This is an optimization exercise on Yosys and OpenROAD, whose aim is small area, not a production implementation.
Function was checked by simulation only, so behaviour that the tests miss may differ from the original.
In runs 4 to 8 the design's own scripts or RTL, not TritonCTS, make the clock network.
No driver is modelled on the clock port, so clock power and skew are understated where the tree is cut down; a real chip needs a root buffer or a tree.
Power and IR drop assume default switching activity.

==> design/flow/design.v <==
module hitchhike_tx(
    clock,
    input_data,
    reset,
    trigger_signal,
    RSS_EN,
    clock_out,
    output_data_rate,
    output_signal,
    ref_signal,
    signal_into_switch
);
input        clock;
input  [9:0] input_data;
input        reset;
input        trigger_signal;
output       RSS_EN;
output       clock_out;
output       output_data_rate;
output       output_signal;
output       ref_signal;
output       signal_into_switch;
reg        ref_r;
reg  [4:0] c25;
reg        clko;
wire       c49    = ref_r & c25[4] & c25[3];           
wire [4:0] c25_t  = {c25_t[3:0] & c25[3:0], ref_r};    
wire [4:0] c25_n  = c49 ? 5'd0 : c25 ^ c25_t;
always @(posedge clock or negedge reset) begin
    if (!reset) begin
        ref_r <= 1'b0;
        c25   <= 5'd0;
        clko  <= 1'b0;
    end else begin
        ref_r <= ~ref_r;
        c25   <= c25_n;
        clko  <= clko ^ c49;
    end
end
reg  [5:0] phase;
reg  [8:0] hi;
reg  [2:0] t;
reg  [1:0] r;
reg  [2:0] bi;
reg        os;
wire rise  = ~ref_r;
wire en    = rise & trigger_signal;
wire clr   = rise & ~trigger_signal;
wire ph_z  = ~|phase[5:1];
wire ph0   = ph_z & ~phase[0];
wire ph1   = ph_z &  phase[0];
wire ph49  = phase[5] & phase[4] & phase[0];           
wire [5:0] ph_t = {ph_t[4:0] & phase[4:0], en};
wire [5:0] phase_n = (clr | (en & ph49)) ? 6'd0 : phase ^ ph_t;
wire s_449  = (hi == 9'd3) & ~t[2] & ~t[0] & r[1] & (&bi);
wire s_6001 = hi[5] & hi[3] & hi[0] & t[1] & ~t[0] & (&bi);
wire s_last = (&hi[8:6]) & (&hi[2:0]) & r[1] & bi[2] & bi[0];
wire se    = en & ph0;                                 
wire sclr  = clr | (se & s_last);
wire [2:0] bi_t = {bi_t[1:0] & bi[1:0], se};
wire bi_c  = bi_t[2] & bi[2];                          
wire r_c   = bi_c & r[1];                              
wire t_c   = r_c & t[2] & ~t[1];                       
wire [8:0] hi_t = {hi_t[7:0] & hi[7:0], t_c};
wire [2:0] bi_n = sclr ? 3'd6 : bi ^ bi_t;
wire [1:0] r_n  = (sclr | r_c) ? 2'd0 : bi_c ? {r[0], ~r[0] & ~r[1]} : r;
wire [2:0] t_n  = sclr ? 3'd0 : r_c ? {t[1:0], ~t[2]} : t;
wire [8:0] hi_n = sclr ? 9'd0 : hi ^ hi_t;
wire os_set = s_449 | (os & ~s_6001);
wire os_n   = clr ? 1'b0 : (se ? os_set : os);
always @(posedge clock or negedge reset) begin
    if (!reset) begin
        phase <= 6'd0;
        hi    <= 9'd0;
        t     <= 3'd0;
        r     <= 2'd0;
        bi    <= 3'd6;
        os    <= 1'b0;
    end else begin
        phase <= phase_n;
        hi    <= hi_n;
        t     <= t_n;
        r     <= r_n;
        bi    <= bi_n;
        os    <= os_n;
    end
end
localparam [7:0] A = 8'b10010010;
reg  [9:0] pq;                                         
function [7:0] tbyte;
    input [2:0] tj;
    begin
        if (tj[2] & tj[0])        tbyte = pq[7:0];           
        else if (tj[1] & ~tj[0])  tbyte = {6'b0, pq[9:8]};   
        else if (~tj[2] & ~tj[0]) tbyte = 8'h00;             
        else                      tbyte = A;
    end
endfunction
wire [2:0] t_back = {~t[0], t[2:1]};
wire [7:0] cb = tbyte(t);
wire [7:0] pb = (r == 2'd0) ? tbyte(t_back) : cb;
wire [15:0] win = {pb, cb};                            
wire [3:0] pos  = {1'b1, bi};                          
wire tap1 = win[4'd15 - (pos - 4'd1)];
wire tap5 = win[4'd15 - (pos - 4'd5)];
wire tap8 = win[4'd15 - (pos - 4'd8)];
wire wbit = tap1 ^ tap5 ^ tap8;
reg        dr;
always @(posedge clock) begin
    if (rise & ~os & ~(ph0 & s_449))
        pq <= input_data;
end
always @(posedge clock or negedge reset) begin
    if (!reset)
        dr <= 1'b0;
    else if (rise)
        dr <= os & (dr ^ (ph1 & wbit));
end
assign RSS_EN             = 1'b1;
assign ref_signal         = ref_r;
assign clock_out          = clko;
assign output_signal      = os;
assign output_data_rate   = dr;
assign signal_into_switch = os ? ~(ref_r ^ dr) : ref_r;
endmodule
==> design/flow/flow/run.sh <==
#!/bin/bash
# Layout flow: the standard flow (standard.sh) with these changes:
# - after the standard synthesis, Yosys/ABC re-map the combinational logic
#   for area (flip-flops and their names are kept; the result is checked
#   for equivalence with the standard netlist, and dropped if that fails);
# - ports are buffered with buf_1 instead of the resizer's default choice;
# - clock tree synthesis inserts no dummy loads.
set -euo pipefail
W=$PWD
F=$W/flow
RES=$W/orfs/results/${FLOW_PLATFORM}/hitchhike_tx/base
LIB=$FLOW_HOME/platforms/${FLOW_PLATFORM}/lib/sky130_fd_sc_hd__tt_025C_1v80.lib
Y=$(command -v yosys || echo "$FLOW_HOME/../tools/install/yosys/bin/yosys")

export BUFFER_PORTS_ARGS="-buffer_cell sky130_fd_sc_hd__buf_1"
export CTS_ARGS="-sink_clustering_enable -repair_clock_nets -dont_use_dummy_load -buf_list sky130_fd_sc_hd__clkbuf_8"

bash standard.sh synth > log_synth.txt 2>&1

cp "$RES/1_2_yosys.v" "$W/netlist_standard.v"
DONTUSE=$(grep -o 'cell *( *"\?sky130_fd_sc_hd__\(lpflow_[a-z0-9_]*\|probe[a-z0-9_]*\)' "$LIB" | sed 's/.*(\s*"\?//; s/^/-dont_use /' | sort -u | tr '\n' ' ')
# Several ABC scripts; keep the smallest result that is equivalent.
SCRIPTS=(
  "+strash;dch,-f;amap;strash;dc2;dch,-f;amap;strash;dch,-f;amap;topo"
  "+strash;dch,-f;amap;topo"
  "+strash;dc2;dch,-f;amap;topo"
  "+strash;dch,-f;map,-a;amap;topo"
  "+strash;dch,-f;amap;strash;dch,-f;amap;topo"
)
best=""
best_area=""
for i in "${!SCRIPTS[@]}"; do
  sed -e "s#{LIB}#$LIB#g" -e "s#{IN}#$W/netlist_standard.v#" -e "s#{OUT}#$W/netlist_remap_$i.v#" \
      -e "s#{TOP}#$FLOW_TOP#" -e "s#{DONTUSE}#$DONTUSE#" -e "s#{SCRIPT}#${SCRIPTS[$i]}#" "$F/remap.ys" > "$W/remap_run_$i.ys"
  sed -e "s#{LIB}#$LIB#g" -e "s#{GOLD}#$W/netlist_standard.v#" -e "s#{GATE}#$W/netlist_remap_$i.v#" \
      -e "s#{TOP}#$FLOW_TOP#g" "$F/equiv.ys" > "$W/equiv_run_$i.ys"
  if "$Y" -l "$W/log_remap_$i.txt" -q "$W/remap_run_$i.ys" > /dev/null 2>&1 \
     && "$Y" -l "$W/log_equiv_$i.txt" -q "$W/equiv_run_$i.ys" > /dev/null 2>&1; then
    area=$(grep 'Chip area' "$W/log_remap_$i.txt" | awk '{print $NF}')
    echo "script $i: area $area"
    if [[ -z "$best" ]] || awk "BEGIN{exit !($area < $best_area)}"; then
      best=$i; best_area=$area
    fi
  else
    echo "script $i: failed or not equivalent"
  fi
done
if [[ -n "$best" ]]; then
  cp "$W/netlist_remap_$best.v" "$RES/1_2_yosys.v"
  rm -f "$RES/1_synth.odb" "$RES/1_synth.sdc"
  echo "using re-mapped netlist $best ($best_area um2)"
else
  echo "no re-mapped netlist: using the standard netlist"
fi

bash standard.sh > log_layout.txt 2>&1
==> design/flow/flow/equiv.ys <==
# Check the re-mapped netlist against the standard one.
read_liberty -ignore_miss_func {LIB}
read_verilog {GOLD}
rename {TOP} gold
read_verilog {GATE}
rename {TOP} gate
flatten
opt_clean
async2sync
equiv_make gold gate eq
hierarchy -top eq
equiv_simple -undef
equiv_induct -undef
equiv_status -assert
==> design/flow/flow/remap.ys <==
# Re-map the combinational logic of the standard synthesis netlist for area.
# Flip-flops (and the tie cell) stay as they are, with their instance names.
read_liberty -ignore_miss_func {LIB}
read_verilog {IN}
hierarchy -top {TOP}
blackbox sky130_fd_sc_hd__df* sky130_fd_sc_hd__edf* sky130_fd_sc_hd__sdf* sky130_fd_sc_hd__conb_1
flatten
opt_clean
abc -liberty {LIB} {DONTUSE} -script {SCRIPT}
opt_clean -purge
stat -liberty {LIB}
write_verilog -noattr {OUT}
==> design/flow/standard.sh <==
#!/bin/bash
# synth_recipe.tcl (not shown) runs the flow's synth.tcl, then flattens the netlist and writes it again
# the make line also repeats each setting of config.mk as NAME=value (left out here)
make -C /OpenROAD-flow-scripts/flow DESIGN_CONFIG=/design/flow/config.mk WORK_HOME=/design/flow/orfs CLKGATE_MAP_FILE= SYNTH_SCRIPT=/design/flow/synth_recipe.tcl "${@:-finish}"
==> design/flow/config.mk <==
export PLATFORM = sky130hd
export DESIGN_NAME = hitchhike_tx
export DESIGN_NICKNAME = hitchhike_tx
export VERILOG_FILES = /design/flow/design.v
export SDC_FILE = /design/flow/constraint.sdc
export NUM_CORES = 4
export LEC_CHECK = 0
export CAP_MARGIN = 20
export CORE_MARGIN = 2
export CORE_UTILIZATION = 40
export SLEW_MARGIN = 20
==> design/flow/constraint.sdc <==
create_clock -name core_clock -period 5.0 [get_ports {clock}]
set_input_delay 1.0000 -clock core_clock [delete_from_list [all_inputs] [get_ports {clock}]]
set_output_delay 1.0000 -clock core_clock [all_outputs]
set_load 0.01 [all_outputs]
==> impl_results.md, run 1 <==
- Transition time at the pin with the least slew margin: 765 ps
- Standard-cell rows: 26
- Setup repair after global routing missed its margin: false
- Io pins: 19
- Clock net sink count: 42
- Final clock period utilization by the worst path: 72.8%
- Initial Utilization: 41.0%
- Internal cell power: 0.479 mW
- Comb power frac: 10.1%
- Clock latency of the later-clocked register in the worst-skew pair: 290 ps
- End-of-flow core utilization: 45.6%
- P&R area growth vs syn: 11.1%
- Crit path time final: 3640 ps
- Overall fraction of global-route tracks in use: 16.0%
- Switching share of power: 24.7%
- Number of antenna violations at the first check in global routing: 0
- Die height: 75.9 um
- Routability-driven placement congestion ratio: 0.851
- Worst setup timing slack at the placement stage: 1290 ps
- Post-route cell area: 2300 um2
- # Post-CTS Setup Buffers: 0
- Number of buffers inserted for hold repair after clock tree synthesis: 0
- Post-route clock skew: 13.9 ps
- Cell area after technology mapping: 2070 um2
- Total overflow reported by the global router: 0
- Accumulated negative setup slack: 0 ps
- Post-CTS Resized: 0
- Setup WS post-layout: 1360 ps
- Ratio of cells with drive above 1 in the final layout: 3.57%
- Final hold viol count: 0
- Count of warnings emitted by yosys: 1
- Routed via count divided by cell count: 5.31
- Die area: 5770 um2
- Post-Layout Cell Count: 322
- Hold slack final: 468 ps
- Clock group share of total power: 30.3%
- Post-Place Cell Area: 2230 um2
- Routed vias: 1709
- Post-Syn Area per Cell: 9.04 um2
- DRC violation count after routing: 0
- Reported leakage power: 0.894 nW
- CTS tree: built
- Required time of the critical path: 5200 ps
- Diode insertion count for antenna repair: 0
- Peak supply drop: 137 uV
- Average wire per cell in the routed design: 13.3 um
- Number of global-route vias before repair: 1575
- Max capacitance violation total: 0
- Setup Crit Path Kind: reg2reg
- Input/output buffers: 17
- Crit-path max FO: 9
- Synthesized net count: 242
- Number of levels in the clock H-tree: 2
- Nature of the critical path startpoint: flip-flop
- Bufs on Longest Clock Path: 2
- Critical path arrival: 3840 ps
- Class of the tightest hold or removal check: reg2reg
- Floorplan core area: 5040 um2
- Total placed cells including tap cells: 317
- First drt pass iteration count: 5
- Setup crit end kind: flip-flop
- Max-slew headroom: 49.0%
- Largest net degree at the start of global routing: 33
- Post-DP HPWL: 3200 um
- Post-CTS clock slew at the launch and capture registers of the worst setup and hold paths: 80 ps
- Run status: complete, no violations
- Die Width: 75.9 um
- Remaining number of nets flagged by the antenna check after routing: 0
- Switching power of the nets: 0.157 mW
- Total power divided by cell area: 277 nW/um2
- PnR Total Power: 0.637 mW
- Violation count after the first detailed-routing iteration: 109
- Total length of routed wires: 4280 um
- Portion of total power attributed to sequential cells: 59.6%
- Global-route wire length before repair: 7580 um
- Maximum clock frequency: 275 MHz
- Nets: 267
- Clock tree root buffer cell: clkbuf_8
- Number of clock buffers inserted by TritonCTS: 5
- Number of standard cells after synthesis: 229
- Setup violation total in the final timing report: 0
- Number of max-slew violations in the final report: 0
## worst paths after layout
check | startpoint | endpoint | slack [ps] | cells past startpoint
min | clko | clko | 470 | 1
max in group asynchronous | reset | bi[0] | 3730 | 1
min reg2reg | clko | clko | 470 | 1
max | bi[0] | hi[7] | 1360 | 13
max reg2reg | bi[0] | hi[7] | 1360 | 13
min in group asynchronous | reset | c25[3] | 770 | 1
## cell usage in the layout, fill, tap and decap left out, drive strengths merged, types with 3 or more instances in the layout
master,count
and3,8
clkinv,22
a211oi,4
nor2b,3
dfrtp,30
and2,4
nor2,46
edfxtp,10
o21ai,13
buf,17
nand3,4
clkbuf,6
a221oi,3
o22ai,3
nand2,10
a21oi,13
a31o,3
nor3,23
nor4,3
## sequential cells by signal, summed over array words and instances, names as in the netlist
| name | cells |
|---|---|
| pq | 10 |
| hi | 9 |
| phase | 6 |
| c25 | 5 |
| bi | 3 |
| t | 3 |
| r | 2 |
| clko | 1 |
| dr | 1 |
| os | 1 |
| ref_r | 1 |
## cell type report
cell class,instances,area [um2]
timing repair buffer,18,72.6
multi-input combinational,165,883
fill,491,2740
inverter,22,82.6
sequential,42,1100
tap,70,87.6
clock buffer,5,68.8
## critical path, stage by stage (launching register included)
cell      delay, ps
dfrtp_1         490
clkinv_1        310
a21oi_1         470
nand2_1         210
nor3_1          330
nand2_1         190
nor3_1          380
nand2_1         120
nor2_1          160
nand2_1         120
nor3_1          350
and2_0          220
nor2_1           50
nor3_1          170
## metal layers
metal	vias to the layer above	routed length (um)	track usage, %
li1	881	-	-
met1	782	2220	23.6
met2	44	1860	24.3
met3	2	183	3.57
met4	0	21	3.82
met5	-	0	0
## power groups by stage
stage / Sequential (mW) / Combinational (mW) / Clock (mW)
finish: 0.379 / 0.0645 / 0.193
global route: 0.383 / 0.0748 / 0.213
CTS: 0.379 / 0.0647 / 0.199
detailed placement: 0.386 / 0.0643 / 0
global placement: 0.386 / 0.0648 / 0
floorplan: 0.382 / 0.0456 / 0
==> inputs of run 2 (changes only) <==
--- a/design/flow/config.mk
+++ b/design/flow/config.mk
@@ -7,5 +7,5 @@
 export LEC_CHECK = 0
 export CAP_MARGIN = 20
 export CORE_MARGIN = 2
-export CORE_UTILIZATION = 40
+export CORE_UTILIZATION = 60
 export SLEW_MARGIN = 20
==> run 2 against run 1 <==
  * First-iteration DRC count is 61% higher
  * Hold slack gained 11 ps
  * Count of clock-buffer cells in the layout did not move
  * Flip-flop and latch count stayed put
  * Maximum frequency down 7.5%
  * Highest routed layer unchanged
  * Register-to-register slack got worse by 290 ps
==> impl_results.md, run 2 <==
- Nets: 268
- DRC violation count after routing: 0
- End-of-flow core utilization: 68.2%
- Setup repair after global routing missed its margin: false
- Required time of the critical path: 5220 ps
- Die height: 62.7 um
- Violation count after the first detailed-routing iteration: 176
- Diode insertion count for antenna repair: 0
- Run status: complete, no violations
- Transition time at the pin with the least slew margin: 552 ps
- Post-route clock skew: 11.4 ps
- Number of antenna violations at the first check in global routing: 0
- Bufs on Longest Clock Path: 2
- CTS tree: built
- Standard-cell rows: 21
- Initial Utilization: 62.0%
- Cell area after technology mapping: 2070 um2
- Setup crit end kind: flip-flop
- Routed vias: 1851
- Ratio of cells with drive above 1 in the final layout: 3.56%
- Final hold viol count: 0
- Count of warnings emitted by yosys: 1
- Capture point of the critical path: hi[7]
- Maximum clock frequency: 254 MHz
- Total power divided by cell area: 282 nW/um2
- Worst Hold Path Cells: 1
- Crit-path max FO: 9
- Die area: 3940 um2
- Reported leakage power: 0.896 nW
- Global-route wire length before repair: 7800 um
- Setup violation total in the final timing report: 0
- Capturing point of the worst reg2reg path: hi[7]
- Critical path arrival: 4150 ps
- Total length of routed wires: 4590 um
- P&R area growth vs syn: 9.92%
- Number of buffers inserted for hold repair after clock tree synthesis: 0
- Max capacitance violation total: 0
- Clock latency of the later-clocked register in the worst-skew pair: 300 ps
- Leading cell type in the layout, fill and taps excluded: nor2_1
- Routability-driven placement congestion ratio: 0.880
- Number of global-route vias before repair: 1681
- Die Width: 62.7 um
- Clock tree root buffer cell: clkbuf_8
- Number of standard cells after synthesis: 229
- Post-DP HPWL: 3370 um
- Total placed cells including tap cells: 294
- Post-Syn Area per Cell: 9.04 um2
- Post-CTS clock slew at the launch and capture registers of the worst setup and hold paths: 70 ps
- Registers with the most flip-flops: pq: 10 flops, hi: 9 flops, phase: 6 flops
- Number of levels in the clock H-tree: 2
- # Post-CTS Setup Buffers: 0
- Accumulated negative setup slack: 0 ps
- Routed via count divided by cell count: 6.19
- Peak supply drop: 183 uV
- Max-slew headroom: 63.2%
- Input/output buffers: 17
- Post-Layout Cell Count: 299
- Clock net sink count: 42
- Remaining number of nets flagged by the antenna check after routing: 0
- Nature of the critical path startpoint: flip-flop
- Average wire per cell in the routed design: 15.3 um
- Class of the tightest hold or removal check: reg2reg
- Post-CTS Resized: 0
- R2R setup slack: 1060 ps
- Final clock period utilization by the worst path: 78.7%
- Hold slack final: 479 ps
- Overall fraction of global-route tracks in use: 25.3%
- Largest net degree at the start of global routing: 33
- Number of clock buffers inserted by TritonCTS: 5
- Start of the worst register-to-register path: bi[0]
- Synthesized net count: 242
- Crit path time final: 3940 ps
- Register with the most flip-flops: pq
- FF-to-FF path depth: 13
- Commonest cells after routing, fill and taps aside: 46 x nor2_1, 30 x dfrtp_1, 23 x nor3_1
- First drt pass iteration count: 6
- Io pins: 19
- Total overflow reported by the global router: 0
- Max reg flops: 10
- Startpoint of the most critical setup path: bi[0]
- Number of max-slew violations in the final report: 0
- Setup Crit Path Kind: reg2reg
- Floorplan core area: 3340 um2
run 2: per-layer routing:
metal	GRT usage, %	part of all wire [%]	vias up
met5	0	0	-
met4	10.6	2.0	0
met3	5.95	8.9	10
met2	36.7	44	91
met1	36.9	45	869
li1	-	-	881
run 2: critical path, cell delays in order, from the launching register on:
cell	delay [ps]
dfrtp_1	520
clkinv_1	350
a21oi_1	550
nand2_1	240
nor3_1	350
nand2_1	200
nor3_1	370
nand2_1	140
nor2_1	170
nand2_1	130
nor3_1	390
and2_0	250
nor2_1	60
nor3_1	150
run 2: final cells by class:
type                    instances  area (um2)
well taps                      46        57.6
multi-input cells             165         883
inverters                      22        82.6
flip-flops and latches         42        1100
repair buffers                 19        78.8
fillers                       302        1060
clock buffers                   5        68.8
run 2: worst min-delay path by stage:
stage	endpoint	slack [ps]	start
after detailed placement	clko	470	clko
after CTS	clko	480	clko
after global routing	clko	500	clko
after global placement	clko	450	clko
final	clko	480	clko
after floorplan	hi[1]	460	hi[1]
run 2: metrics by stage:
stage               setup slack, ps  power, mW  cell area (um2)
floorplan                      1800      0.428             2070
CTS                            1220      0.644             2270
global route                    667      0.667             2270
global placement               1410      0.450             2210
detailed placement             1230      0.454             2210
finish                         1060      0.642             2270
run 2: where the power goes:
group          internal, mW  switching, mW  total [mW]
clock network        0.0899          0.103       0.193
registers             0.365         0.0158       0.381
logic                0.0251         0.0433      0.0684
==> inputs of run 3 (changes only) <==
--- a/design/flow/config.mk
+++ b/design/flow/config.mk
@@ -7,5 +7,6 @@
 export LEC_CHECK = 0
 export CAP_MARGIN = 20
 export CORE_MARGIN = 2
-export CORE_UTILIZATION = 60
+export CORE_UTILIZATION = 40
+export GPL_TIMING_DRIVEN = 0
 export SLEW_MARGIN = 20
==> run 3 against run 2 <==
  * Sequential share of layout area is 1.0 points lower
  * Register-to-register slack better by 70 ps
  * Critical path type unchanged
  * Flip-flop and latch count stayed put
  * Via count is 6.1% lower
  * Synthesized cell count stayed put
  * Core utilization is 22 points lower
  * Largest power group unchanged
  * Design area is 2.1% higher
==> impl_results.md, run 3 <==
- Clock net sink count: 42
- Nature of the critical path startpoint: flip-flop
- Portion of total power attributed to sequential cells: 58.7%
- Setup repair after global routing missed its margin: false
- Input/output buffers: 17
- Global-route wire length before repair: 7780 um
- Setup Crit Path Kind: reg2reg
- Internal cell power: 0.482 mW
- Number of antenna violations at the first check in global routing: 0
- Cell area after technology mapping: 2070 um2
- Class of the tightest hold or removal check: reg2reg
- Synthesized net count: 242
- Remaining number of nets flagged by the antenna check after routing: 0
- Required time of the critical path: 5200 ps
- Violation count after the first detailed-routing iteration: 143
- Number of levels in the clock H-tree: 2
- CTS tree: built
- Family of cells with the greatest summed delay on the critical path: simple AND/OR/NAND/NOR gates
- Number of buffers inserted for hold repair after clock tree synthesis: 0
- R2R setup slack: 1140 ps
- Clock latency of the later-clocked register in the worst-skew pair: 290 ps
- Standard-cell rows: 26
- Clock tree root buffer cell: clkbuf_8
- Transition time at the pin with the least slew margin: 810 ps
- Clock group share of total power: 30.4%
- Commonest cells after routing, fill and taps aside: 46 x nor2_1, 30 x dfrtp_1, 22 x clkinv_1, 22 x nor3_1, 16 x buf_1
- DRC violation count after routing: 0
- Io pins: 19
- Routability-driven placement congestion ratio: 0.876
- First drt pass iteration count: 4
- Count of warnings emitted by yosys: 1
- Switching power of the nets: 0.165 mW
- Max capacitance violation total: 0
- Bufs on Longest Clock Path: 2
- Maximum clock frequency: 259 MHz
- Number of global-route vias before repair: 1648
- Post-CTS Resized: 0
- Post-route clock skew: 18.9 ps
- End-of-flow core utilization: 46.1%
- FF-to-FF path depth: 13
- Overall fraction of global-route tracks in use: 16.6%
- P&R area growth vs syn: 12.3%
- Comb power frac: 10.9%
- Critical path arrival: 4060 ps
- Routed vias: 1738
- Number of clock buffers inserted by TritonCTS: 5
- Die Width: 75.9 um
- Total power divided by cell area: 278 nW/um2
- Initial Utilization: 41.0%
- Post-Layout Cell Count: 322
- Register with the most flip-flops: pq
- Post-CTS clock slew at the launch and capture registers of the worst setup and hold paths: 80 ps
- Registers with the most flip-flops: pq: 10 flops, hi: 9 flops, phase: 6 flops
- Capturing point of the worst reg2reg path: hi[7]
- Total overflow reported by the global router: 0
- Final hold viol count: 0
- Chain of cells forming the critical path: clkinv_1 > a21oi_1 > nand2_1 > nor3_1 > nand2_1 > nor3_1 > nand2_1 > nor2_1 > nand2_1 > nor3_1 > and2_0 > nor2_1 > nor3_1
- Setup crit end kind: flip-flop
- Average wire per cell in the routed design: 13.8 um
- Crit path time final: 3860 ps
- Crit-path max FO: 9
- Worst Hold Path Cells: 1
- Floorplan core area: 5040 um2
- Number of max-slew violations in the final report: 0
- Peak supply drop: 215 uV
- Leading cell type in the layout, fill and taps excluded: nor2_1
- # Post-CTS Setup Buffers: 0
- Diode insertion count for antenna repair: 0
- Hold Crit Start: clko
- Routed via count divided by cell count: 5.40
- Setup WS post-layout: 1140 ps
- Nets: 267
- Worst stage delay on the critical path: 520 ps
- Number of standard cells after synthesis: 229
- Worst hold endpoint: clko
- Total placed cells including tap cells: 317
- Post-DP HPWL: 3260 um
- Max-slew headroom: 45.7%
- Final clock period utilization by the worst path: 77.3%
- Crit path buffers/inverters: 1
- Reported leakage power: 0.901 nW
- Total length of routed wires: 4440 um
- Post-Syn Area per Cell: 9.04 um2
- Start of the worst register-to-register path: bi[0]
- Max reg flops: 10
- Setup violation total in the final timing report: 0
- Die height: 75.9 um
- Ratio of cells with drive above 1 in the final layout: 3.97%
- Run status: complete, no violations
- Switching share of power: 25.5%
- Die area: 5770 um2
- Hold slack final: 471 ps
- Accumulated negative setup slack: 0 ps
- Critical path's slowest cell: a21oi_1
- Largest net degree at the start of global routing: 18
- Worst setup timing slack at the placement stage: 1090 ps
run 3: final cells by class:
| class | count | area [um2] |
|---|---|---|
| fillers | 498 | 2720 |
| flip-flops and latches | 42 | 1100 |
| multi-input cells | 165 | 888 |
| repair buffers | 18 | 92.6 |
| well taps | 70 | 87.6 |
| inverters | 22 | 82.6 |
| clock buffers | 5 | 68.8 |
run 3: worst max path at each step:
stage	start	to	slack, ps	depth (start not counted)
floorplan	trigger_signal	hi[7]	1800	12
global placement	trigger_signal	hi[7]	1190	13
detailed placement	trigger_signal	hi[7]	1090	13
CTS	bi[0]	hi[7]	1150	13
global route	bi[0]	hi[7]	610	13
finish	bi[0]	hi[7]	1140	13
run 3: worst reg2reg max path: cells and delay by family (launching register included):
kind            cells  cell delay (ps)
compound gates      1              520
buf+inv             1              330
simple gates       11             2410
flops               1              510
run 3: power by group through the flow:
| stage | combinational (mW) | clock (mW) | sequential, mW |
|---|---|---|---|
| floorplan | 0.0456 | 0 | 0.382 |
| global placement | 0.0653 | 0 | 0.386 |
| global route | 0.0809 | 0.217 | 0.383 |
| detailed placement | 0.0694 | 0 | 0.387 |
| finish | 0.0704 | 0.196 | 0.379 |
| CTS | 0.0698 | 0.205 | 0.379 |
run 3: per-layer routing:
layer	vias up	GRT usage [%]	share of wire, %
met3	5	3.57	3.1
met4	0	4.91	1.2
met5	-	0	0
met1	818	24.7	52
li1	888	-	-
met2	27	24.6	44
run 3: metrics by stage:
step | instance area, um2 | total power [mW]
3_5_place_dp | 2250 | 0.456
5_1_grt | 2320 | 0.681
6_report | 2320 | 0.646
4_1_cts | 2320 | 0.654
3_3_place_gp | 2220 | 0.451
2_1_floorplan | 2070 | 0.428
==> inputs of run 4 (changes only) <==
--- a/design/flow/flow/run.sh
+++ b/design/flow/flow/run.sh
@@ -4,7 +4,9 @@
 #   for area (flip-flops and their names are kept; the result is checked
 #   for equivalence with the standard netlist, and dropped if that fails);
 # - ports are buffered with buf_1 instead of the resizer's default choice;
-# - clock tree synthesis inserts no dummy loads.
+# - clock tree synthesis inserts no dummy loads, and after it the clock tree
+#   is replaced by 2 to 4 leaf buffers fed from the clock port, the smallest
+#   set that keeps the flip-flops' clock-pin slew low (flow/post_cts.tcl).
 set -euo pipefail
 W=$PWD
 F=$W/flow
@@ -13,6 +15,8 @@
 Y=$(command -v yosys || echo "$FLOW_HOME/../tools/install/yosys/bin/yosys")
 
 export BUFFER_PORTS_ARGS="-buffer_cell sky130_fd_sc_hd__buf_1"
+export POST_CTS_TCL="$F/post_cts.tcl"
+export CLOCK_SLEW_TARGET_PS=110
 export CTS_ARGS="-sink_clustering_enable -repair_clock_nets -dont_use_dummy_load -buf_list sky130_fd_sc_hd__clkbuf_8"
 
 bash standard.sh synth > log_synth.txt 2>&1
==> design/flow/flow/post_cts.tcl (new file) <==
source [file join [file dirname [info script]] rebuild_clock.tcl]
set cands {
  {2 sky130_fd_sc_hd__clkbuf_4}
  {3 sky130_fd_sc_hd__clkbuf_4}
  {2 sky130_fd_sc_hd__clkbuf_8}
  {4 sky130_fd_sc_hd__clkbuf_4}
  {3 sky130_fd_sc_hd__clkbuf_8}
  {2 sky130_fd_sc_hd__clkbuf_16}
  {4 sky130_fd_sc_hd__clkbuf_8}
  {3 sky130_fd_sc_hd__clkbuf_16}
  {4 sky130_fd_sc_hd__clkbuf_16}
}
foreach c $cands {
  set ::env(CLOCK_LEAVES) [lindex $c 0]
  set ::env(CLOCK_LEAF_CELL) [lindex $c 1]
  rebuild_clock_tree
  detailed_placement
  estimate_parasitics -placement
  set worst 0
  foreach p [all_registers -clock_pins -edge_triggered] {
    foreach e {rise fall} { foreach a {min max} {
      set s [expr {[sta::time_ui_sta [get_property $p slew_${a}_$e]] * 1e12}]
      if {$s > $worst} { set worst $s }
    } }
  }
  puts "clock tree [lindex $c 0] x [lindex $c 1]: worst clock-pin slew $worst ps"
  if {$worst <= $::env(CLOCK_SLEW_TARGET_PS)} break
}
check_placement -verbose
==> design/flow/flow/rebuild_clock.tcl (new file) <==
# Replace the clock tree with CLOCK_LEAVES buffers of type CLOCK_LEAF_CELL,
# driven straight from the clock port, each driving the flip-flops of one
# vertical strip of the core.
proc rebuild_clock_tree {} {
  set block [ord::get_db_block]
  set db [ord::get_db]
  set nleaf $::env(CLOCK_LEAVES)
  set master [$db findMaster $::env(CLOCK_LEAF_CELL)]
  set port_net [$block findNet clock]
  # collect the sinks below the tree and the tree's cells
  set todo [list $port_net]
  set kill {}
  set sinks {}
  while {[llength $todo]} {
    set n [lindex $todo 0]; set todo [lrange $todo 1 end]
    foreach it [$n getITerms] {
      if {[$it isOutputSignal]} continue
      set inst [$it getInst]
      set mn [[$inst getMaster] getName]
      if {[string match clkbuf_* [$inst getName]] || [string match clkload* [$inst getName]]} {
        lappend kill $inst
        foreach o [$inst getITerms] { if {[$o isOutputSignal] && [$o getNet] ne "NULL"} { lappend todo [$o getNet] } }
      } else {
        lappend sinks $it
      }
    }
  }
  set nets {}
  foreach inst $kill {
    foreach o [$inst getITerms] { set n [$o getNet]; if {$n ne "NULL" && $n ne $port_net} { lappend nets $n } }
    odb::dbInst_destroy $inst
  }
  foreach n [lsort -unique $nets] { odb::dbNet_destroy $n }
  # sort the sinks by x and cut them into nleaf groups
  set xs {}
  foreach it $sinks {
    set b [[$it getInst] getBBox]
    lappend xs [list [expr {([$b xMin] + [$b xMax]) / 2}] [expr {([$b yMin] + [$b yMax]) / 2}] $it]
  }
  set xs [lsort -integer -index 0 $xs]
  set n [llength $xs]
  for {set g 0} {$g < $nleaf} {incr g} {
    set lo [expr {$g * $n / $nleaf}]
    set hi [expr {($g + 1) * $n / $nleaf - 1}]
    set grp [lrange $xs $lo $hi]
    set sx 0; set sy 0
    foreach e $grp { incr sx [lindex $e 0]; incr sy [lindex $e 1] }
    set cx [expr {$sx / [llength $grp]}]; set cy [expr {$sy / [llength $grp]}]
    set net [odb::dbNet_create $block "clknet_leaf_$g"]
    $net setSigType CLOCK
    set buf [odb::dbInst_create $block $master "clkbuf_leaf_$g"]
    $buf setLocation $cx $cy
    $buf setPlacementStatus PLACED
    foreach it [$buf getITerms] {
      if {[$it isOutputSignal]} { $it connect $net } elseif {[$it isInputSignal]} { $it connect $port_net }
    }
    foreach e $grp { set it [lindex $e 2]; $it disconnect; $it connect $net }
  }
  puts "rebuild_clock_tree: $n sinks, $nleaf x $::env(CLOCK_LEAF_CELL), removed [llength $kill] cells"
}
--- a/design/flow/config.mk
+++ b/design/flow/config.mk
@@ -8,5 +8,4 @@
 export CAP_MARGIN = 20
 export CORE_MARGIN = 2
 export CORE_UTILIZATION = 40
-export GPL_TIMING_DRIVEN = 0
 export SLEW_MARGIN = 20
==> run 4 against run 3 <==
  * Sequential share of layout area increased by 1.1 points
  * Hold slack got worse by 0.66 ps
  * Clock power decreased by 29%
  * Critical path depth unchanged
  * Die area unchanged
  * Register-to-register slack improved by 180 ps
  * First-iteration DRC count decreased by 21%
  * Clock skew decreased by 8.9 ps
  * Power decreased by 9.9%
  * Maximum frequency increased by 5.0%
  * Final cell count decreased by 0.62%
  * Combinational power decreased by 9.1%
==> impl_results.md, run 4 <==
- Run status: complete, no violations
- Number of standard cells after synthesis: 229
- Setup crit end kind: flip-flop
- Initial Utilization: 41.0%
- Average wire per cell in the routed design: 13.4 um
- Cell area after technology mapping: 2070 um2
- Peak supply drop: 174 uV
- Final hold viol count: 0
- Max-slew headroom: 49.3%
- Area taken by multi-input logic gates: 883 um2
- Crit-path max FO: 9
- Number of global-route vias before repair: 1593
- Setup repair after global routing missed its margin: false
- Total overflow reported by the global router: 0
- Synthesized net count: 242
- Number of max-slew violations in the final report: 0
- Count of warnings emitted by yosys: 1
- Post-DP HPWL: 3200 um
- Nature of the critical path startpoint: flip-flop
- Routed via count divided by cell count: 5.39
- Die Width: 75.9 um
- Ratio of cells with drive above 1 in the final layout: 2.80%
- Diode insertion count for antenna repair: 0
- Leading cell type in the layout, fill and taps excluded: nor2_1
- Input/output buffers: 17
- Routed vias: 1725
- Setup Crit Path Kind: reg2reg
- Post-route clock skew: 10.0 ps
- Setup violation total in the final timing report: 0
- Die height: 75.9 um
- First drt pass iteration count: 4
- Register with the most flip-flops: pq
- Remaining number of nets flagged by the antenna check after routing: 0
- P&R area growth vs syn: 9.73%
- Max reg flops: 10
- Die area: 5770 um2
- Global-route wire length before repair: 7590 um
- Commonest cells after routing, fill and taps aside: 46 x nor2_1, 30 x dfrtp_1, 23 x nor3_1
- Clock net sink count: 42
- Registers with the most flip-flops: pq: 10 flops, hi: 9 flops, phase: 6 flops
- Post-Syn Area per Cell: 9.04 um2
- Required time of the critical path: 5060 ps
- Io pins: 19
- Total length of routed wires: 4270 um
- Post-Place Cell Area: 2230 um2
- Number of antenna violations at the first check in global routing: 0
- Fill cell count: 497
- Post-CTS clock slew at the launch and capture registers of the worst setup and hold paths: 90 ps
- Post-route cell area: 2270 um2
- Register area: 1100 um2
- Total power divided by cell area: 256 nW/um2
- Final clock period utilization by the worst path: 73.6%
- Clock latency of the later-clocked register in the worst-skew pair: 150 ps
- Nets: 265
- Max capacitance violation total: 0
- Largest net degree at the start of global routing: 33
- Standard-cell rows: 26
- Accumulated negative setup slack: 0 ps
- R2R setup slack: 1320 ps
- Class of the tightest hold or removal check: reg2reg
- DRC violation count after routing: 0
- Transition time at the pin with the least slew margin: 760 ps
- Overall fraction of global-route tracks in use: 16.0%
- Crit path time final: 3680 ps
- Total placed cells including tap cells: 317
- Post-Layout Cell Count: 320
- Routability-driven placement congestion ratio: 0.851
- Reported leakage power: 0.879 nW
- Critical path arrival: 3740 ps
- Floorplan core area: 5040 um2
- PnR Total Power: 0.582 mW
- Maximum clock frequency: 272 MHz
- Violation count after the first detailed-routing iteration: 113
==> run 4: cell count changes in the layout (fill, tap and decap cells not counted) <==
cell and change:
nor3_2 -1, buf_16 -1, buf_2 -1, nor3_1 +1
clkbuf_2 +1, buf_4 +1, clkbuf_8 -2
==> run 4: path summary, 6_finish.rpt <==
kind | cells after the start | to | from
worst max-delay path | 13 | hi[7] | bi[0]
worst min-delay path | 1 | clko | clko
worst max register to register | 13 | hi[7] | bi[0]
worst min register to register | 1 | clko | clko
max in group asynchronous | 1 | dr | reset
min in group asynchronous | 1 | c25[1] | reset
==> run 4: worst max-delay path, stage by stage (launching register included) <==
cell and delay [ps]:
dfrtp_1 500, clkinv_1 310, a21oi_1 480, nand2_1 210, nor3_1 320, nand2_1 190
nor3_1 380, nand2_1 120, nor2_1 160, nand2_1 120, nor3_1 350, and2_0 220
nor2_1 50, nor3_1 170
==> run 4: layer usage <==
metal	vias to the layer above	share of wire, %	global-route usage, %
li1	879	-	-
met1	804	51	22.8
met2	37	44	25.2
met3	5	3.9	3.10
met4	0	1.2	4.18
met5	-	0	0
==> run 4: final cells by class <==
type,instances,share of cell area (%)
well taps,70,3.86
repair buffers,18,3.20
multi-input cells,165,38.9
inverters,22,3.64
flip-flops and latches,42,48.6
plain buffers,3,1.82
==> run 4: metrics by stage <==
step                utilization, %  setup WS (ps)  hold slack (ps)
detailed placement            44.2           1290              459
global placement              44.2           1420              449
global route                  45.0            854              502
finish                        45.0           1320              470
floorplan                        -           1800              455
==> run 4: power breakdown <==
group	internal (mW)	switching, mW	leakage [nW]
Sequential	0.365	0.0148	0.513
Clock	0.0553	0.0836	0.0216
Combinational	0.0246	0.0394	0.345
Total	0.444	0.138	0.879
==> inputs of run 5 (changes only) <==
--- a/design/flow/flow/run.sh
+++ b/design/flow/flow/run.sh
@@ -30,6 +30,8 @@
   "+strash;dc2;dch,-f;amap;topo"
   "+strash;dch,-f;map,-a;amap;topo"
   "+strash;dch,-f;amap;strash;dch,-f;amap;topo"
+  "+strash;dch,-f;amap;strash;dch,-f;amap;strash;dch,-f;amap;strash;dch,-f;amap;strash;dch,-f;amap;topo"
+  "+strash;dch,-f;amap;strash;dc2;dch,-f;amap;strash;dch,-f;amap;strash;dch,-f;map,-a;strash;dch,-f;amap;topo"
 )
 best=""
 best_area=""
==> run 5 against run 4 <==
  * Flip-flop and latch count is the same
  * Power grew 0.39%
  * Sequential share of layout area grew 0.30 points
  * Register-to-register slack gained 520 ps
  * Maximum frequency grew 6.7%
  * Global-route usage grew 0.68 points
  * Largest cell class unchanged
  * Routed wire length shrank 0.84%
  * First-iteration DRC count shrank 38%
  * Design area shrank 0.61%
==> impl_results.md, run 5 <==
- Crit path time final: 3450 ps
- Comb power frac: 10.7%
- Number of global-route vias before repair: 1584
- Violation count after the first detailed-routing iteration: 70
- Class of the tightest hold or removal check: reg2reg
- Post-Syn Area per Cell: 8.90 um2
- Input/output buffers: 17
- Total length of routed wires: 4240 um
- Setup repair after global routing missed its margin: false
- Final hold viol count: 0
- DRC violation count after routing: 0
- First drt pass iteration count: 4
- Required time of the critical path: 5080 ps
- Routed via count divided by cell count: 5.28
- Max capacitance violation total: 0
- Maximum clock frequency: 290 MHz
- Total overflow reported by the global router: 0
- Number of standard cells after synthesis: 231
- Ratio of cells with drive above 1 in the final layout: 2.78%
- Internal cell power: 0.444 mW
- Clock group share of total power: 24.1%
- Overall fraction of global-route tracks in use: 16.7%
- Total placed cells including tap cells: 319
- Total power divided by cell area: 259 nW/um2
- Diode insertion count for antenna repair: 0
- Average wire per cell in the routed design: 13.2 um
- Global-route wire length before repair: 7230 um
- Clock latency of the later-clocked register in the worst-skew pair: 150 ps
- Leading cell type in the layout, fill and taps excluded: nor2_1
- Standard-cell rows: 26
- Final clock period utilization by the worst path: 68.9%
- Cell area after technology mapping: 2060 um2
- Commonest cells after routing, fill and taps aside: 56 x nor2_1, 30 x dfrtp_1, 23 x clkinv_1
- Routed vias: 1699
- Post-DP HPWL: 3120 um
- P&R area growth vs syn: 9.80%
- Transition time at the pin with the least slew margin: 773 ps
- Number of antenna violations at the first check in global routing: 0
- Nature of the critical path startpoint: input pin
- Switching share of power: 24.0%
- Die area: 5730 um2
- Largest net degree at the start of global routing: 33
- Nets: 267
- End-of-flow core utilization: 44.8%
- Post-Layout Cell Count: 322
- Registers with the most flip-flops: pq: 10 flops, hi: 9 flops, phase: 6 flops
- Run status: complete, no violations
- Switching power of the nets: 0.140 mW
- Post-route clock skew: 12.2 ps
- Floorplan core area: 5040 um2
- Clock net sink count: 42
- Reported leakage power: 0.907 nW
- Setup crit end kind: flip-flop
- Number of max-slew violations in the final report: 0
- Routability-driven placement congestion ratio: 0.794
- Die height: 75.7 um
- Post-CTS clock slew at the launch and capture registers of the worst setup and hold paths: 90 ps
- Die Width: 75.7 um
- Setup Crit Path Kind: in2reg
- Max reg flops: 10
- Remaining number of nets flagged by the antenna check after routing: 0
- Max-slew headroom: 48.4%
- Register with the most flip-flops: pq
- Critical path arrival: 3530 ps
- Io pins: 19
- Count of warnings emitted by yosys: 1
- Portion of total power attributed to sequential cells: 65.2%
- Peak supply drop: 250 uV
- Setup violation total in the final timing report: 0
- Initial Utilization: 40.8%
- Crit-path max FO: 7
- Accumulated negative setup slack: 0 ps
- Synthesized net count: 244
-- run 5: cell types whose count changed in the layout (fill, tap and decap cells not counted), moves of 3 or more --
cell,before,now
o32a_1,0,3
a31oi_1,2,6
a31o_1,3,0
nor2_1,46,56
a22oi_1,1,5
nor3_1,23,19
o21ai_0,13,10
nor4_1,3,6
a21oi_1,13,10
-- run 5: layout make-up --
cell class,count,area (um2)
inverters,23,86.3
repair buffers,18,72.6
multi-input cells,166,866
flip-flops and latches,42,1100
fillers,502,2790
well taps,70,87.6
plain buffers,3,41.3
-- run 5: final timing paths --
path                                     start       end  slack, ps  cells past startpoint
worst max-delay path            trigger_signal     hi[8]       1550                     15
worst min-delay path                      clko      clko        470                      1
worst max register to register           bi[0]     hi[8]       1840                     16
worst min register to register            clko      clko        470                      1
max in group asynchronous                reset     bi[0]       3600                      1
min in group asynchronous                reset  phase[0]        910                      1
-- run 5: critical path, stage by stage --
cell and delay (ps):
buf_1 80, nor2b_1 250, nand2_1 150, nor3_1 370, nand2_1 190, clkinv_1 150, and3_1 220, nand2_1 80
nor2_1 160, nand2_1 130, nor3_1 300, nand2_1 150, nor2_1 160, nor2_1 60, nor2_1 90
-- run 5: through the flow --
step	hold WS, ps	power [mW]	instance area, um2	setup slack, ps
after detailed placement	460	0.451	2220	1520
after global placement	450	0.451	2220	1620
after floorplan	448	0.428	2060	1960
after global routing	509	0.614	2260	1180
final	470	0.585	2260	1550
-- run 5: layer usage --
layer | up-vias | share of wire (%) | GRT usage (%)
li1 | 874 | - | -
met1 | 797 | 50 | 22.4
met2 | 24 | 45 | 27.1
met3 | 4 | 2.8 | 3.57
met4 | 0 | 1.4 | 4.87
met5 | - | 0 | 0
-- run 5: power groups by stage --
stage	Combinational, mW	Clock, mW	Sequential (mW)
floorplan	0.0446	0	0.383
global placement	0.0631	0	0.388
detailed placement	0.0628	0	0.388
global route	0.0724	0.157	0.384
finish	0.0624	0.141	0.381
==> inputs of run 6 (changes only) <==
--- a/design/flow/design.v
+++ b/design/flow/design.v
@@ -86,29 +86,35 @@
     end
 end
 localparam [7:0] A = 8'b10010010;
-reg  [9:0] pq;                                         
-function [7:0] tbyte;
-    input [2:0] tj;
-    begin
-        if (tj[2] & tj[0])        tbyte = pq[7:0];           
-        else if (tj[1] & ~tj[0])  tbyte = {6'b0, pq[9:8]};   
-        else if (~tj[2] & ~tj[0]) tbyte = 8'h00;             
-        else                      tbyte = A;
-    end
-endfunction
-wire [2:0] t_back = {~t[0], t[2:1]};
-wire [7:0] cb = tbyte(t);
-wire [7:0] pb = (r == 2'd0) ? tbyte(t_back) : cb;
-wire [15:0] win = {pb, cb};                            
-wire [3:0] pos  = {1'b1, bi};                          
-wire tap1 = win[4'd15 - (pos - 4'd1)];
-wire tap5 = win[4'd15 - (pos - 4'd5)];
-wire tap8 = win[4'd15 - (pos - 4'd8)];
-wire wbit = tap1 ^ tap5 ^ tap8;
+reg  [7:0] p;                                          
+reg  [1:0] q;                                          
+wire t_0 = ~t[2] & ~t[0];
+wire t_1 =  t[0] & ~t[1];
+wire t_2 =  t[1] & ~t[2];
+wire t_3 =  t[2] &  t[0];
+wire t_4 =  t[1] & ~t[0];
+wire t_5 =  t[2] & ~t[1];
+wire r0  = ~r[1] & ~r[0];                              
+wire [7:0] bd = 8'b1 << bi;                            
+wire f0 = t_3 & ~r0 | t_4 & r0;
+wire f3 = t_3 & ~r0 | t_3 & r0 & (bi > 3'd4) | t_4 & r0 & (bi < 3'd5);
+wire f7 = t_3 & ~r0 | t_3 & r0 & (bi != 3'd0) | t_4 & r0 & bd[0];
+wire qq = t_4 & ~r0 | t_5 & r0;
+wire g0 = qq & (bd[0] | bd[4] | bd[7]);
+wire g1 = qq & (bd[3] | bd[6]) | t_4 & bd[7];
+wire a_row = t_1 | t_2 | t_5 & ~r0;                    
+wire cst = a_row & (bd[1] | bd[4] | bd[5] | bd[7] | bd[6] & ~(t_1 & r0))
+         | t_5 & r0 & (bd[1] | bd[4] | bd[5] | bd[7])
+         | (t_0 | t_3) & r0 & bd[6];
+wire wbit = (f0 & p[7]) ^ (f3 & p[4]) ^ (f7 & p[0]) ^ (g0 & q[0]) ^ (g1 & q[1]) ^ cst;
 reg        dr;
 always @(posedge clock) begin
-    if (rise & ~os & ~(ph0 & s_449))
-        pq <= input_data;
+    if (rise & ~os & ~(ph0 & s_449)) begin
+        p <= input_data[7:0];
+        q <= input_data[9:8];
+    end else if (rise & os & ph1) begin
+        p <= {p[6:0], p[7]};
+    end
 end
 always @(posedge clock or negedge reset) begin
     if (!reset)
==> run 6 against run 5 <==
  * Die area fell by 2.4%
  * Core utilization rose by 1.1 points
  * First-iteration DRC count rose by 33%
  * Synthesized area fell by 2.6%
  * Hold slack improved by 3.3 ps
  * Clock skew fell by 3.0 ps
  * Final cell count fell by 2.2%
  * Flip-flop and latch count did not move
  * Combinational power rose by 21%
  * Critical path type unchanged
==> impl_results.md, run 6 <==
- Run status: complete, no violations
- Final clock period utilization by the worst path: 67.0%
- Setup violation total in the final timing report: 0
- Clock net sink count: 42
- Crit-path max FO: 6
- Nets: 263
- Setup repair after global routing missed its margin: false
- Input/output buffers: 17
- Routed vias: 1584
- Die area: 5590 um2
- Routed via count divided by cell count: 5.03
- Chain of cells forming the critical path: buf_1 > nand2_1 > nor3_1 > nand4_1 > nor2_1 > nand2_1 > nor2_1 > nand2_1 > nor2_1 > nand2_1 > nor2_1 > nand2_1 > nor2_1 > nor2_1 > nor3_1
- Max reg flops: 9
- Standard-cell rows: 25
- Number of antenna violations at the first check in global routing: 0
- Final hold viol count: 0
- Nature of the critical path startpoint: input pin
- Initial Utilization: 41.9%
- Die height: 74.8 um
- Class of the tightest hold or removal check: reg2reg
- Number of global-route vias before repair: 1452
- Average wire per cell in the routed design: 12.6 um
- Peak supply drop: 203 uV
- First drt pass iteration count: 4
- Overall fraction of global-route tracks in use: 16.0%
- Crit path buffers/inverters: 1
- Register with the most flip-flops: hi
- Cell area after technology mapping: 2000 um2
- Post-CTS clock slew at the launch and capture registers of the worst setup and hold paths: 90 ps
- Crit-path most repeated cell: nor2_1
- Ratio of cells with drive above 1 in the final layout: 2.42%
- Total length of routed wires: 3960 um
- Critical path's slowest cell: nor2_1
- Setup Crit Path Kind: in2reg
- Maximum clock frequency: 299 MHz
- Clock latency of the later-clocked register in the worst-skew pair: 150 ps
- Io pins: 19
- Max capacitance violation total: 0
- Total power divided by cell area: 273 nW/um2
- Post-Syn Area per Cell: 8.79 um2
- Crit path time final: 3350 ps
- Diode insertion count for antenna repair: 0
- Leading cell type in the layout, fill and taps excluded: nor2_1
- Transition time at the pin with the least slew margin: 782 ps
- Max-slew headroom: 47.9%
- Total overflow reported by the global router: 0
- Synthesized net count: 241
- DRC violation count after routing: 0
- Commonest cells after routing, fill and taps aside: 44 x nor2_1, 31 x clkinv_1, 30 x dfrtp_1
- Reported leakage power: 0.888 nW
- Remaining number of nets flagged by the antenna check after routing: 0
- P&R area growth vs syn: 9.49%
- Post-route clock skew: 9.23 ps
- Count of warnings emitted by yosys: 1
- Largest net degree at the start of global routing: 33
- End-of-flow core utilization: 45.8%
- Number of standard cells after synthesis: 228
- Family of cells with the greatest summed delay on the critical path: simple AND/OR/NAND/NOR gates
- Floorplan core area: 4790 um2
- Worst stage delay on the critical path: 320 ps
- Required time of the critical path: 5070 ps
- Accumulated negative setup slack: 0 ps
- Post-DP HPWL: 2990 um
- Critical path arrival: 3420 ps
- Global-route wire length before repair: 6810 um
- Routability-driven placement congestion ratio: 0.794
- PnR Total Power: 0.599 mW
- Setup crit end kind: flip-flop
- Die Width: 74.8 um
- Violation count after the first detailed-routing iteration: 93
- Number of max-slew violations in the final report: 0
- Registers with the most flip-flops: hi: 9 flops, p: 8 flops, phase: 6 flops
==> run 6: through the flow <==
stage | setup slack (ps) | instance area (um2) | hold WS, ps | instances
after floorplan | 2040 | 2000 | 468 | 228
after global placement | 1650 | 2150 | 448 | 312
after global routing | 1260 | 2190 | 498 | 315
final | 1650 | 2190 | 473 | 315
after detailed placement | 1520 | 2150 | 461 | 312
==> run 6: per-layer routing <==
layer / track usage, % / up-vias / routed length (um)
met5: 0 / - / 0
met3: 2.95 / 5 / 100
met4: 3.57 / 0 / 40
met1: 23.5 / 730 / 2020
met2: 24.9 / 15 / 1800
li1: - / 834 / -
==> run 6: worst paths after layout <==
check / startpoint / end / cells after the start / slack, ps
max: trigger_signal / hi[7] / 15 / 1650
min: clko / clko / 1 / 470
max reg2reg: ref_r / hi[7] / 15 / 1940
min reg2reg: clko / clko / 1 / 470
max in group asynchronous: reset / c25[0] / 1 / 3590
min in group asynchronous: reset / hi[6] / 1 / 910
==> run 6: cell type report <==
cell class / instances / area [um2]
inverters: 31 / 116
fillers: 464 / 2590
flip-flops and latches: 42 / 1100
repair buffers: 17 / 65.1
well taps: 67 / 83.8
plain buffers: 3 / 41.3
multi-input cells: 155 / 783
==> run 6: power by group <==
part	switching [mW]	internal, mW
Clock	0.0829	0.0553
Sequential	0.0159	0.370
Combinational	0.0469	0.0286
Total	0.146	0.454
==> inputs of run 7 (changes only) <==
==> design/flow/flow/run.sh (replaced) <==
#!/bin/bash
# Layout flow: the standard flow (standard.sh) with these changes:
# - after the standard synthesis, Yosys/ABC re-map the combinational logic
#   for area with several ABC scripts (flip-flops and their names are kept);
#   each result is checked for equivalence with the standard netlist, and
#   the smallest equivalent one is used (the standard netlist if none is);
# - ports are buffered with buf_1 instead of the resizer's default choice;
# - clock tree synthesis inserts no dummy loads, and after it the clock tree
#   is replaced by 2 to 4 leaf buffers fed from the clock port, the smallest
#   set that keeps the flip-flops' clock-pin slew low (flow/post_cts.tcl).
# Each tool's output goes to a log_*.txt file in the work folder.
set -euo pipefail
W=$PWD
F=$W/flow
RES=$W/orfs/results/${FLOW_PLATFORM}/hitchhike_tx/base
LIB=$FLOW_HOME/platforms/${FLOW_PLATFORM}/lib/sky130_fd_sc_hd__tt_025C_1v80.lib
Y=$(command -v yosys || echo "$FLOW_HOME/../tools/install/yosys/bin/yosys")

export BUFFER_PORTS_ARGS="-buffer_cell sky130_fd_sc_hd__buf_1"
export POST_CTS_TCL="$F/post_cts.tcl"
export CLOCK_SLEW_TARGET_PS=110
export CTS_ARGS="-sink_clustering_enable -repair_clock_nets -dont_use_dummy_load -buf_list sky130_fd_sc_hd__clkbuf_8"

bash standard.sh synth > log_synth.txt 2>&1

cp "$RES/1_2_yosys.v" "$W/netlist_standard.v"
DONTUSE=$(grep -o 'cell *( *"\?sky130_fd_sc_hd__\(lpflow_[a-z0-9_]*\|probe[a-z0-9_]*\)' "$LIB" | sed 's/.*(\s*"\?//; s/^/-dont_use /' | sort -u | tr '\n' ' ')

# ABC scripts, one per line; each is tried and the smallest equivalent
# result is kept.
A="strash; dch -f; amap"
B="strash; dc2; dch -f; amap"
cat > "$W/abc_scripts.txt" <<EOS
$A; $B; $A; topo
$A; topo
$B; topo
strash; dch -f; map -a; amap; topo
$A; $A; topo
$A; $A; $A; $A; $A; topo
$A; $B; $A; strash; dch -f; map -a; $A; topo
strash; &get -n; &deepsyn -T 30; &put; $A; $A; $A; topo
strash; &get -n; &deepsyn -T 30 -S 3; &put; $A; $A; $A; topo
strash; &get -n; &deepsyn -T 30 -S 7; &put; $A; $B; $A; topo
strash; &get -n; &deepsyn -T 30; &dch -f; &nf -R 1000; &put; topo
EOS

best=""
best_area=""
i=0
while IFS= read -r script; do
  echo "$script" | tr ';' '\n' > "$W/abc_$i.script"
  sed -e "s#{LIB}#$LIB#g" -e "s#{IN}#$W/netlist_standard.v#" -e "s#{OUT}#$W/netlist_remap_$i.v#" \
      -e "s#{TOP}#$FLOW_TOP#" -e "s#{DONTUSE}#$DONTUSE#" -e "s#{SCRIPT}#$W/abc_$i.script#" "$F/remap.ys" > "$W/remap_run_$i.ys"
  sed -e "s#{LIB}#$LIB#g" -e "s#{GOLD}#$W/netlist_standard.v#" -e "s#{GATE}#$W/netlist_remap_$i.v#" \
      -e "s#{TOP}#$FLOW_TOP#g" "$F/equiv.ys" > "$W/equiv_run_$i.ys"
  if "$Y" -l "$W/log_remap_$i.txt" -q "$W/remap_run_$i.ys" > /dev/null 2>&1 \
     && ! grep -q 'is unknown' "$W/log_remap_$i.txt" \
     && ! grep -q '^ *assign .*[&|^~]' "$W/netlist_remap_$i.v" \
     && "$Y" -l "$W/log_equiv_$i.txt" -q "$W/equiv_run_$i.ys" > /dev/null 2>&1; then
    area=$(grep 'Chip area' "$W/log_remap_$i.txt" | awk '{print $NF}')
    echo "script $i: area $area"
    if [[ -z "$best" ]] || awk "BEGIN{exit !($area < $best_area)}"; then
      best=$i; best_area=$area
    fi
  else
    echo "script $i: failed, left gates unmapped, or not equivalent"
  fi
  i=$((i + 1))
done < "$W/abc_scripts.txt"

if [[ -n "$best" ]]; then
  cp "$W/netlist_remap_$best.v" "$RES/1_2_yosys.v"
  rm -f "$RES/1_synth.odb" "$RES/1_synth.sdc"
  echo "using re-mapped netlist $best ($best_area um2)"
else
  echo "no re-mapped netlist: using the standard netlist"
fi

bash standard.sh > log_layout.txt 2>&1
==> run 7 against run 6 <==
  * Flip-flop and latch count unchanged
  * Maximum frequency up 18%
  * Final cell count down 3.2%
  * Combinational power up 55%
  * Clock skew down 6.0 ps
  * Critical path type is now reg2reg
  * Critical endpoint unchanged
  * Largest cell class unchanged
==> impl_results.md, run 7 <==
- Diode insertion count for antenna repair: 0
- Worst Hold Path Cells: 1
- Required time of the critical path: 5070 ps
- Overall fraction of global-route tracks in use: 15.0%
- Start of the worst register-to-register path: bi[2]
- Accumulated negative setup slack: 0 ps
- Post-Syn Area per Cell: 9.02 um2
- Input/output buffers: 17
- Fill cell count: 480
- Register area: 1100 um2
- Post-CTS clock slew at the launch and capture registers of the worst setup and hold paths: 90 ps
- Comb power frac: 17.9%
- Max reg flops: 9
- Reported leakage power: 0.860 nW
- Hold Crit Start: clko
- Synthesized net count: 231
- Total power divided by cell area: 304 nW/um2
- Number of antenna violations at the first check in global routing: 0
- Routed via count divided by cell count: 4.93
- Average wire per cell in the routed design: 12.2 um
- Global-route wire length before repair: 6430 um
- Die area: 5490 um2
- Critical path arrival: 2920 ps
- End-of-flow core utilization: 45.6%
- Post-route clock skew: 3.22 ps
- Total length of routed wires: 3720 um
- Count of warnings emitted by yosys: 1
- Number of global-route vias before repair: 1411
- Portion of total power attributed to sequential cells: 60.2%
- Violation count after the first detailed-routing iteration: 68
- Area taken by multi-input logic gates: 772 um2
- Setup crit end kind: flip-flop
- Ratio of cells with drive above 1 in the final layout: 2.52%
- Standard-cell rows: 25
- Registers with the most flip-flops: hi: 9 flops, p: 8 flops, phase: 6 flops
- Class of the tightest hold or removal check: reg2reg
- Crit-path most repeated cell: nor2_1
- Run status: complete, no violations
- P&R area growth vs syn: 9.68%
- Initial Utilization: 41.6%
- Critical path's slowest cell: dfstp_2
- Transition time at the pin with the least slew margin: 777 ps
- Worst stage delay on the critical path: 570 ps
- Remaining number of nets flagged by the antenna check after routing: 0
- Number of max-slew violations in the final report: 0
- Leading cell type in the layout, fill and taps excluded: nor2_1
- Total placed cells including tap cells: 302
- FF-to-FF path depth: 15
- Io pins: 19
- DRC violation count after routing: 0
- Nature of the critical path startpoint: flip-flop
- Worst hold endpoint: clko
- Clock group share of total power: 21.9%
- Switching power of the nets: 0.179 mW
- Peak supply drop: 142 uV
- Cell area after technology mapping: 1970 um2
- Nets: 253
- Hold slack final: 466 ps
- Final clock period utilization by the worst path: 56.9%
- Largest net degree at the start of global routing: 33
- Setup Crit Path Kind: reg2reg
- Setup violation total in the final timing report: 0
- Die Width: 74.1 um
- Number of standard cells after synthesis: 218
- Internal cell power: 0.477 mW
- Routed vias: 1505
- First drt pass iteration count: 4
- Chain of cells forming the critical path: clkinv_1 > nor2_1 > clkinv_1 > nor2_1 > nand2_1 > nor2b_1 > and3_1 > and2_0 > nand2_1 > nor2_1 > nand2_1 > nor2_1 > and3_1 > nor2_1 > nor3_1
- Max-slew headroom: 48.2%
- R2R setup slack: 2150 ps
- Startpoint of the most critical setup path: bi[2]
- Post-DP HPWL: 2790 um
- Register with the most flip-flops: hi
- Crit path time final: 2850 ps
- Final hold viol count: 0
- Setup repair after global routing missed its margin: false
- Routability-driven placement congestion ratio: 0.782
- Clock net sink count: 42
- Maximum clock frequency: 351 MHz
- Capturing point of the worst reg2reg path: hi[7]
- Switching share of power: 27.3%
- Floorplan core area: 4720 um2
- Post-Layout Cell Count: 305
- Crit-path max FO: 4
- Commonest cells after routing, fill and taps aside: 48 x nor2_1, 30 x dfrtp_1, 24 x clkinv_1
- Clock latency of the later-clocked register in the worst-skew pair: 150 ps
- Total overflow reported by the global router: 0
- Max capacitance violation total: 0
- Die height: 74.1 um
[run 7: power groups by stage]
stage	clock network, mW	registers (mW)	logic [mW]
finish	0.143	0.395	0.117
global route	0.159	0.400	0.136
detailed placement	0	0.403	0.116
global placement	0	0.402	0.116
floorplan	0	0.398	0.0911
[run 7: worst max-delay path by stage]
| stage | slack, ps | depth (start not counted) | end |
|---|---|---|---|
| 6_report | 2150 | 15 | hi[7] |
| 3_5_place_dp | 2190 | 15 | hi[7] |
| 3_3_place_gp | 2280 | 15 | hi[7] |
| 5_1_grt | 1800 | 16 | hi[8] |
| 2_1_floorplan | 2450 | 15 | hi[7] |
[run 7: routing by layer]
layer | track usage (%) | routed length [um] | vias up
li1 | - | - | 804
met1 | 20.5 | 1940 | 680
met2 | 24.5 | 1640 | 17
met3 | 3.66 | 104 | 4
met4 | 3.03 | 35 | 0
met5 | 0 | 0 | -
[run 7: worst max-delay path, delay by kind of cell (launching register included)]
family	cells	cell delay, ps
buf+inv	2	190
simple gates	13	2010
flops	1	570
[run 7: layout make-up]
type / count / area share [%]
inverters: 24 / 4.18
well taps: 67 / 3.89
repair buffers: 17 / 3.02
flip-flops and latches: 42 / 51.2
multi-input cells: 152 / 35.8
plain buffers: 3 / 1.92
[run 7: through the flow]
step                setup slack [ps]  power [mW]  instance area, um2
floorplan                       2450       0.489                1970
global placement                2280       0.518                2110
finish                          2150       0.656                2160
global route                    1800       0.695                2160
detailed placement              2190       0.519                2110
==> inputs of run 8 (changes only) <==
--- a/design/flow/design.v
+++ b/design/flow/design.v
@@ -52,7 +52,7 @@
 wire ph49  = phase[5] & phase[4] & phase[0];           
 wire [5:0] ph_t = {ph_t[4:0] & phase[4:0], en};
 wire [5:0] phase_n = (clr | (en & ph49)) ? 6'd0 : phase ^ ph_t;
-wire s_449  = (hi == 9'd3) & ~t[2] & ~t[0] & r[1] & (&bi);
+wire s_449  = hi[1] & hi[0] & ~|hi[8:5] & r[1] & (&bi);
 wire s_6001 = hi[5] & hi[3] & hi[0] & t[1] & ~t[0] & (&bi);
 wire s_last = (&hi[8:6]) & (&hi[2:0]) & r[1] & bi[2] & bi[0];
 wire se    = en & ph0;                                 
==> run 8 against run 7 <==
  * Flip-flop and latch count unchanged
  * Final cell count decreased by 5.9%
  * Die area decreased by 1.1%
  * Clock power about the same
  * First-iteration DRC count increased by 35%
  * Routed wire length increased by 3.4%
  * Maximum frequency decreased by 7.3%
  * Clock skew increased by 6.8 ps
  * Power decreased by 15%
  * Combinational power decreased by 56%
  * Via count increased by 2.1%
  * Design area decreased by 1.9%
  * Highest routed layer unchanged
==> impl_results.md, run 8 <==
- Total overflow reported by the global router: 0
- Diode insertion count for antenna repair: 0
- P&R area growth vs syn: 8.96%
- Cell area after technology mapping: 1940 um2
- DRC violation count after routing: 0
- Number of antenna violations at the first check in global routing: 0
- Floorplan core area: 4690 um2
- Area taken by multi-input logic gates: 752 um2
- Number of max-slew violations in the final report: 0
- Post-route met1 wirelength: 1780 um
- Post-CTS clock slew at the launch and capture registers of the worst setup and hold paths: 90 ps
- Run status: complete, no violations
- Remaining number of nets flagged by the antenna check after routing: 0
- Global-route wire length before repair: 6770 um
- Post-Syn Area per Cell: 9.12 um2
- Crit-path max FO: 10
- Register area: 1100 um2
- Initial Utilization: 41.4%
- Setup crit end kind: flip-flop
- Top metal layer carrying routed signals: met4
- Total placed cells including tap cells: 284
- Registers with the most flip-flops: hi: 9 flops, p: 8 flops, phase: 6 flops
- Total length of routed wires: 3850 um
- Final hold viol count: 0
- Final clock period utilization by the worst path: 61.4%
- Nets: 248
- Average wire per cell in the routed design: 13.4 um
- Post-Layout Cell Count: 287
- Die Width: 73.7 um
- Required time of the critical path: 4900 ps
- Worst setup timing slack at the placement stage: 1800 ps
- Clock latency of the later-clocked register in the worst-skew pair: 150 ps
- Chain of cells forming the critical path: clkinv_1 > nor2_1 > nand2_1 > nor4_1 > o21ai_1 > nand2_1 > clkinv_1 > o22a_1
- Clock net sink count: 42
- Number of global-route vias before repair: 1498
- Standard-cell rows: 25
- Class of the tightest hold or removal check: reg2reg
- Max-slew headroom: 45.2%
- Met3 routed WL: 155 um
- Register with the most flip-flops: hi
- First drt pass iteration count: 4
- Crit path time final: 3070 ps
- Routed via count divided by cell count: 5.35
- Critical path arrival: 2970 ps
- Critical path's slowest cell: dfstp_2
- Setup repair after global routing missed its margin: false
- Family of cells with the greatest summed delay on the critical path: simple AND/OR/NAND/NOR gates
- Violation count after the first detailed-routing iteration: 92
- Largest net degree at the start of global routing: 33
- Reported leakage power: 0.825 nW
- Input/output buffers: 17
- Post-Place Cell Area: 2070 um2
- Setup WS post-layout: 1930 ps
- Fill cell count: 467
- Total power divided by cell area: 265 nW/um2
- Routability-driven placement congestion ratio: 0.791
- Amount of wire on met2 after detailed routing: 1870 um
- Max capacitance violation total: 0
- Transition time at the pin with the least slew margin: 822 ps
- Setup Crit Path Kind: reg2reg
- Post-route cell area: 2120 um2
- Post-route clock skew: 9.98 ps
- Worst stage delay on the critical path: 560 ps
- Ratio of cells with drive above 1 in the final layout: 2.58%
- Crit path buffers/inverters: 2
- Overall fraction of global-route tracks in use: 16.1%
- Peak supply drop: 196 uV
- Die height: 73.7 um
- Io pins: 19
- Leading cell type in the layout, fill and taps excluded: nor2_1
- Maximum clock frequency: 326 MHz
- Setup violation total in the final timing report: 0
- Count of warnings emitted by yosys: 1
- Max reg flops: 9
- Commonest cells after routing, fill and taps aside: 46 x nor2_1, 30 x dfrtp_1, 23 x clkinv_1
- Die area: 5430 um2
- Post-DP HPWL: 2910 um
- Number of standard cells after synthesis: 213
- Nature of the critical path startpoint: flip-flop
- Accumulated negative setup slack: 0 ps
- Routed vias: 1536
- Synthesized net count: 226
[run 8: cell types whose count changed in the layout (fill, tap and decap cells not counted), moves of 2 or more]
cell / delta
a22oi_1: -2
o22ai_1: -2
nor3_1: -4
o21ai_0: +3
nand2_1: +3
nor2_1: -2
a211oi_1: -2
nor2b_1: -2
[run 8: per-layer routing]
layer / track usage [%] / vias up
met4: 3.64 / 0
met5: 0 / -
li1: - / 779
met3: 2.88 / 5
met2: 27.1 / 20
met1: 21.5 / 732
[run 8: report_power, final]
group	switching (mW)	internal [mW]
sequential	0.00711	0.361
clock	0.0844	0.0553
combinational	0.0322	0.0194
[run 8: final cells by class]
cell class | instances | share of cell area (%)
plain buffers | 3 | 1.95
inverters | 23 | 4.08
multi-input cells | 148 | 35.5
flip-flops and latches | 42 | 52.2
well taps | 54 | 3.19
repair buffers | 17 | 3.08
[run 8: worst reg2reg max path, stage by stage (launching register included)]
cell and delay, ps:
dfstp_2 560, clkinv_1 100, nor2_1 200, nand2_1 140, nor4_1 450, o21ai_1 360
nand2_1 360, clkinv_1 360, o22a_1 310
[run 8: metrics by stage]
stage	power, mW	hold WS (ps)	utilization [%]
floorplan	0.408	472	-
global placement	0.427	452	44.2
detailed placement	0.427	459	44.2
global route	0.588	514	45.1
finish	0.560	471	45.1
[run 8: worst paths after layout]
path | to | slack, ps | from | cells past startpoint
max reg2reg | p[5] | 1930 | bi[2] | 8
min | clko | 470 | clko | 1
max in group asynchronous | hi[8] | 3550 | reset | 1
min reg2reg | clko | 470 | clko | 1
max | p[5] | 1930 | bi[2] | 8
min in group asynchronous | t[1] | 910 | reset | 1

[static timing again, ports no longer ideal]
Ports are ideal in the flow. The routed layouts listed here were re-timed in OpenROAD.
Step 1 assumes that a clkbuf_16 drives the clock port and a buf_2 every other input.
Step 2 also shifts input and output timing later by t, the mid clock arrival at the registers, as if the neighbouring blocks saw the same clock.
Slacks: ideal / step 1 / step 2; pairs: ideal / step 1.
| run | shift t [ns] | setup WS [ns] |
|---|---|---|
| run 1 | 0.308 | 1.359 / 1.359 / 1.230 |
| run 2 | 0.317 | 1.064 / 1.064 / 1.064 |
| run 3 | 0.310 | 1.137 / 1.137 / 1.068 |
| run 4 | 0.191 | 1.321 / 1.321 / 1.211 |
| run 5 | 0.192 | 1.553 / 1.575 / 1.383 |
| run 6 | 0.192 | 1.651 / 1.672 / 1.480 |
| run 7 | 0.195 | 2.154 / 2.154 / 2.154 |
| run 8 | 0.193 | 1.929 / 1.929 / 1.929 |
After both steps every run listed still meets setup and hold.
